Background: an optimization exercise with open tools, aiming at small area and a short achievable clock period. Do not read the settings as production practice.
At most, simulation tests tie the RTL to the original design; equivalence was not proved.
No activity file was given, so power comes from the tool's default toggle rates.

==> flow/design.v <==
module adder(clk, rst, in_valid, operand_1, operand_2, out_valid, Sum);
input clk;
input rst;
input in_valid;
input [31:0] operand_1;
input [31:0] operand_2;
output out_valid;
output [31:0] Sum;
reg [1:0] valid;
always @(posedge clk)
    if (rst) valid <= 0;
    else valid <= {valid[0:0], in_valid};
assign out_valid = valid[1];
wire [30:0] op2_iw = operand_2[30:0];
wire [31:0] a = operand_1;
wire [30:0] b = op2_iw;
wire [8:0] d12 = {1'b0, a[30:23]} - {1'b0, b[30:23]};
wire [7:0] d21 = b[30:23] - a[30:23];
wire ge = ~d12[8];
wire [7:0] dd = ge ? d12[7:0] : d21;
wire [0:0] sgn_aw = a[31];
wire [7:0] emax_aw = ge ? a[30:23] : b[30:23];
wire [22:0] fb_aw = ge ? a[22:0] : b[22:0];
wire [22:0] fs_aw = ge ? b[22:0] : a[22:0];
wire [4:0] sh_aw = dd[4:0];
wire [0:0] shz_aw = (dd[7:5] != 3'd0) || (dd[4:3] == 2'b11);
wire [23:0] x0 = {1'b1, fs_aw};
wire [23:0] x1 = sh_aw[0] ? (x0 >> 1) : x0;
wire [23:0] x2 = sh_aw[1] ? (x1 >> 2) : x1;
wire [23:0] x3 = sh_aw[2] ? (x2 >> 4) : x2;
reg [0:0] sgn_s3;
reg [7:0] emax_s3;
reg [22:0] fb_s3;
reg [23:0] xs_s3;
reg [4:0] sh_s3;
reg [0:0] shz_s3;
always @(posedge clk) begin
    sgn_s3 <= sgn_aw;
    emax_s3 <= emax_aw;
    fb_s3 <= fb_aw;
    xs_s3 <= x3;
    sh_s3 <= sh_aw;
    shz_s3 <= shz_aw;
end
wire [23:0] xz3 = shz_s3 ? 24'd0 : xs_s3;
wire [23:0] x4 = sh_s3[3] ? (xz3 >> 8) : xz3;
wire [23:0] x5 = sh_s3[4] ? (x4 >> 16) : x4;
wire [23:0] sml = x5;
wire [24:0] ms = {1'b1, fb_s3} + sml;
reg [0:0] sgn_c;
reg [7:0] emax_c;
reg [23:0] ms_c;
always @(posedge clk) begin
    sgn_c <= sgn_s3;
    emax_c <= emax_s3;
    ms_c <= ms[24:1];
end
wire [23:0] msn = ms_c;
wire [7:0] e = emax_c + {7'd0, msn[23]};
wire [22:0] f = msn[23] ? msn[22:0] : {msn[21:0], 1'b0};
wire [31:0] res_dw = {sgn_c, e, f};
assign Sum = res_dw;
endmodule
clock: 4.0 ns
lec_check: 0
abc_area: 1
cap_margin: 20
core_margin: 2
core_utilization: 40
cts_buf_list: sky130_fd_sc_hd__clkbuf_4 sky130_fd_sc_hd__clkbuf_8
setup_slack_margin: 1.5
slew_margin: 20
standard.sh (not shown) runs the stock make flow with config.mk's settings and CLKGATE_MAP_FILE= SYNTH_SCRIPT=/design/flow/synth_recipe.tcl, a recipe that flattens the netlist after the stock synthesis.
==> flow/flow/run.sh <==
#!/bin/bash
# Standard layout, with plain buf_1 cells as the port buffers.
export BUFFER_PORTS_ARGS="-buffer_cell sky130_fd_sc_hd__buf_1"
bash standard.sh > standard.log 2>&1
The starting point went through all stages and came out clean.
Edit:
==> flow/design.v (replaced) <==
module adder(clk, rst, in_valid, operand_1, operand_2, out_valid, Sum);
input clk;
input rst;
input in_valid;
input [31:0] operand_1;
input [31:0] operand_2;
output out_valid;
output [31:0] Sum;
reg [1:0] valid;
always @(posedge clk)
    if (rst) valid <= 0;
    else valid <= {valid[0:0], in_valid};
assign out_valid = valid[1];
wire [30:0] op2_iw = operand_2[30:0];
wire [31:0] a = operand_1;
wire [30:0] b = op2_iw;
wire [8:0] d12 = {1'b0, a[30:23]} - {1'b0, b[30:23]};
wire [7:0] d21 = b[30:23] - a[30:23];
wire ge = ~d12[8];
wire [7:0] dd = ge ? d12[7:0] : d21;
wire [0:0] sgn_aw = a[31];
wire [7:0] emax_aw = ge ? a[30:23] : b[30:23];
wire [22:0] fb_aw = ge ? a[22:0] : b[22:0];
wire [22:0] fs_aw = ge ? b[22:0] : a[22:0];
wire [4:0] sh_aw = dd[4:0];
wire [0:0] shz_aw = (dd[7:5] != 3'd0) || (dd[4:3] == 2'b11);
wire [23:0] x0 = shz_aw ? 24'd0 : {1'b1, fs_aw};
wire [23:0] x1 = sh_aw[0] ? (x0 >> 1) : x0;
wire [23:0] x2 = sh_aw[1] ? (x1 >> 2) : x1;
reg [0:0] sgn_s2;
reg [7:0] emax_s2;
reg [22:0] fb_s2;
reg [23:0] xs_s2;
reg [4:0] sh_s2;
always @(posedge clk) begin
    sgn_s2 <= sgn_aw;
    emax_s2 <= emax_aw;
    fb_s2 <= fb_aw;
    xs_s2 <= x2;
    sh_s2 <= sh_aw;
end
wire [23:0] x3 = sh_s2[2] ? (xs_s2 >> 4) : xs_s2;
wire [23:0] x4 = sh_s2[3] ? (x3 >> 8) : x3;
wire [23:0] x5 = sh_s2[4] ? (x4 >> 16) : x4;
wire [23:0] sml = x5;
wire [24:0] ms = {1'b1, fb_s2} + sml;
reg [0:0] sgn_c;
reg [7:0] emax_c;
reg [23:0] ms_c;
always @(posedge clk) begin
    sgn_c <= sgn_s2;
    emax_c <= emax_s2;
    ms_c <= ms[24:1];
end
wire [23:0] msn = ms_c;
wire [7:0] e = emax_c + {7'd0, msn[23]};
wire [22:0] f = msn[23] ? msn[22:0] : {msn[21:0], 1'b0};
wire [31:0] res_dw = {sgn_c, e, f};
assign Sum = res_dw;
endmodule
After rerunning: The new run ran to the end with no violations; cell count goes up by about 3.4%; routed wire length increases by 10%; final area came out higher by about 9%; die area goes down by about 1.3%; setup slack is better by 0.0079 ns.
No functional check of the RTL was part of the first run of this note.

== P ==
Another version of the RTL of adder (not shown whole).
For scale: roughly 940 cells after synthesis, roughly 94 flip-flops, roughly 100 I/O pins, roughly 5900 um^2 of cells after synthesis.
==> module adder, before the edit <==
module adder(clk, rst, in_valid, operand_1, operand_2, out_valid, Sum);
input clk;
input rst;
input in_valid;
input [31:0] operand_1;
input [31:0] operand_2;
output out_valid;
output [31:0] Sum;
reg [1:0] valid;
always @(posedge clk)
    if (rst) valid <= 0;
    else valid <= {valid[0:0], in_valid};
assign out_valid = valid[1];
wire [30:0] op2_iw = operand_2[30:0];
wire [31:0] a = operand_1;
wire [30:0] b = op2_iw;
wire [8:0] d12 = {1'b0, a[30:23]} - {1'b0, b[30:23]};
wire [7:0] d21 = b[30:23] - a[30:23];
wire [7:0] cgt = a[30:23] & ~b[30:23];
wire [7:0] ceq = ~(a[30:23] ^ b[30:23]);
wire [3:0] cgt1, ceq1;
wire [1:0] cgt2, ceq2;
genvar ci;
generate for (ci = 0; ci < 4; ci = ci + 1) begin : cmp1
    assign cgt1[ci] = cgt[2*ci+1] | (ceq[2*ci+1] & cgt[2*ci]);
    assign ceq1[ci] = ceq[2*ci+1] & ceq[2*ci];
end endgenerate
generate for (ci = 0; ci < 2; ci = ci + 1) begin : cmp2
    assign cgt2[ci] = cgt1[2*ci+1] | (ceq1[2*ci+1] & cgt1[2*ci]);
    assign ceq2[ci] = ceq1[2*ci+1] & ceq1[2*ci];
end endgenerate
wire ge = cgt2[1] | (ceq2[1] & (cgt2[0] | ceq2[0]));
wire [7:0] dd = ge ? d12[7:0] : d21;
wire [0:0] sgn_aw = a[31];
wire [7:0] emax_aw = ge ? a[30:23] : b[30:23];
wire [22:0] fb_aw = ge ? a[22:0] : b[22:0];
wire [22:0] fs_aw = ge ? b[22:0] : a[22:0];
wire [4:0] sh_aw = dd[4:0];
wire [0:0] shz_aw = (dd[7:5] != 3'd0) || (dd[4:3] == 2'b11);
wire [23:0] x0 = {1'b1, fs_aw};
wire [23:0] x1 = sh_aw[0] ? (x0 >> 1) : x0;
wire [23:0] x2 = sh_aw[1] ? (x1 >> 2) : x1;
wire [23:0] x3 = sh_aw[2] ? (x2 >> 4) : x2;
reg [0:0] sgn_s3;
reg [7:0] emax_s3;
reg [22:0] fb_s3;
reg [23:0] xs_s3;
reg [4:0] sh_s3;
reg [0:0] shz_s3;
always @(posedge clk) begin
    sgn_s3 <= sgn_aw;
    emax_s3 <= emax_aw;
    fb_s3 <= fb_aw;
    xs_s3 <= x3;
    sh_s3 <= sh_aw;
    shz_s3 <= shz_aw;
end
wire [23:0] xz3 = shz_s3 ? 24'd0 : xs_s3;
wire [23:0] x4 = sh_s3[3] ? (xz3 >> 8) : xz3;
wire [23:0] x5 = sh_s3[4] ? (x4 >> 16) : x4;
wire [23:0] sml = x5;
wire [24:0] ms;
madd u_madd(.a({1'b1, fb_s3}), .b(sml), .s(ms));
reg [0:0] sgn_c;
reg [7:0] emax_c;
reg [23:0] ms_c;
always @(posedge clk) begin
    sgn_c <= sgn_s3;
    emax_c <= emax_s3;
    ms_c <= ms[24:1];
end
wire [23:0] msn = ms_c;
wire [7:0] e = emax_c + {7'd0, msn[23]};
wire [22:0] f = msn[23] ? msn[22:0] : {msn[21:0], 1'b0};
wire [31:0] res_dw = {sgn_c, e, f};
assign Sum = res_dw;
endmodule
==> flow/config.mk <==
export PLATFORM = sky130hd
export DESIGN_NAME = adder
export DESIGN_NICKNAME = adder
export VERILOG_FILES = /design/flow/design.v
export SDC_FILE = /design/flow/constraint.sdc
export NUM_CORES = 4
export LEC_CHECK = 0
export ABC_AREA = 1
export CAP_MARGIN = 20
export CORE_MARGIN = 2
export CORE_UTILIZATION = 40
export CTS_BUF_LIST = sky130_fd_sc_hd__clkbuf_4 sky130_fd_sc_hd__clkbuf_8
export SETUP_SLACK_MARGIN = 1.5
export SLEW_MARGIN = 20
==> flow/constraint.sdc <==
create_clock -name core_clock -period 4.0 [get_ports {clk}]
set_input_delay 0.8000 -clock core_clock [delete_from_list [all_inputs] [get_ports {clk}]]
set_output_delay 0.8000 -clock core_clock [all_outputs]
set_load 0.01 [all_outputs]
==> flow/flow/run.sh <==
#!/bin/bash
# Standard layout with two changes:
#  - synthesis leaves the adder logic to ABC instead of first mapping it to
#    the library's full- and half-adder cells (ADDER_MAP_FILE empty); the
#    registers are not affected;
#  - plain buf_1 cells as the port buffers.
export BUFFER_PORTS_ARGS="-buffer_cell sky130_fd_sc_hd__buf_1"
bash standard.sh ADDER_MAP_FILE= finish > standard.log 2>&1
The inputs of Q differ from those of P as listed below.
--- a/flow/design.v
+++ b/flow/design.v
@@ -35,12 +35,14 @@
 wire [7:0] emax_aw = ge ? a[30:23] : b[30:23];
 wire [22:0] fb_aw = ge ? a[22:0] : b[22:0];
 wire [22:0] fs_aw = ge ? b[22:0] : a[22:0];
 wire [4:0] sh_aw = dd[4:0];
 wire [0:0] shz_aw = (dd[7:5] != 3'd0) || (dd[4:3] == 2'b11);
-wire [23:0] x0 = {1'b1, fs_aw};
-wire [23:0] x1 = sh_aw[0] ? (x0 >> 1) : x0;
+wire [23:0] pa = {1'b1, a[22:0]} >> d21[0:0];
+wire [23:0] pb = {1'b1, b[22:0]} >> d12[0:0];
+wire [23:0] fsp = ge ? pb : pa;
+wire [23:0] x1 = fsp;
 wire [23:0] x2 = sh_aw[1] ? (x1 >> 2) : x1;
 wire [23:0] x3 = sh_aw[2] ? (x2 >> 4) : x2;
 reg [0:0] sgn_s3;
 reg [7:0] emax_s3;
 reg [22:0] fb_s3;
Findings:
- Simple logic cell fraction of the synthesized area, Q and P: lower on Q
- Across both runs, total track usage was higher for Q than for P.
- | setup slack | higher: P |
- Per the comparison of Q with P, number of buffers inserted by post-CTS setup repair picked up an extra 1, total instance count after detailed placement picked up an extra about 1.6%, weighted congestion reported at the end of routability-driven placement lost 0.88%, max-slew violation count neither gained nor lost much, sequential group share of total power lost 2.8 points.
- Diff P -> Q: placement row count closely matched the old numbers; XOR/XNOR share of the synthesized area neither gained nor lost much; sum of routed wire length over all layers climbed about 8%.
Only the layout flow was run in Q; the RTL was not checked for function there.

[static timing again, ports no longer ideal]
How much do the figures lean on ideal ports? The routed layouts below were timed once more, with nothing changed but the port constraints. Step 1 sets driving cells, clkbuf_16 on the clock port and buf_2 on the other inputs (assumed; they add their load-dependent delay and slew). Step 2 moves the port delays by t, midway between the first and last clock arrival at a register: inputs arrive t later, outputs are due t later. That takes back most of the time a late clock gives input paths. Slacks: ideal ports / drivers / drivers and shift; pairs: ideal ports / drivers.
run | t (ns) | setup WS [ns] | worst setup path at the end | worst register clock-pin slew, ns | pins driven straight from the clock port
the first run of note 1 | 0.406 | 1.495 / 1.505 / 1.105 | input to register | 0.11 / 0.11 | 1
the second run of note 1 | 0.414 | 1.503 / 1.495 / 1.081 | input to register | 0.10 / 0.10 | 1
P | 0.408 | 1.591 / 1.560 / 1.213 | input to register | 0.10 / 0.10 | 1
Q | 0.394 | 1.487 / 1.497 / 1.103 | input to register | 0.09 / 0.09 | 1
After both steps setup and hold are still met in every run listed. For the second run of note 1, which loses most, drivers alone change the setup slack by -0.008 ns; drivers and shift together by -0.422 ns.
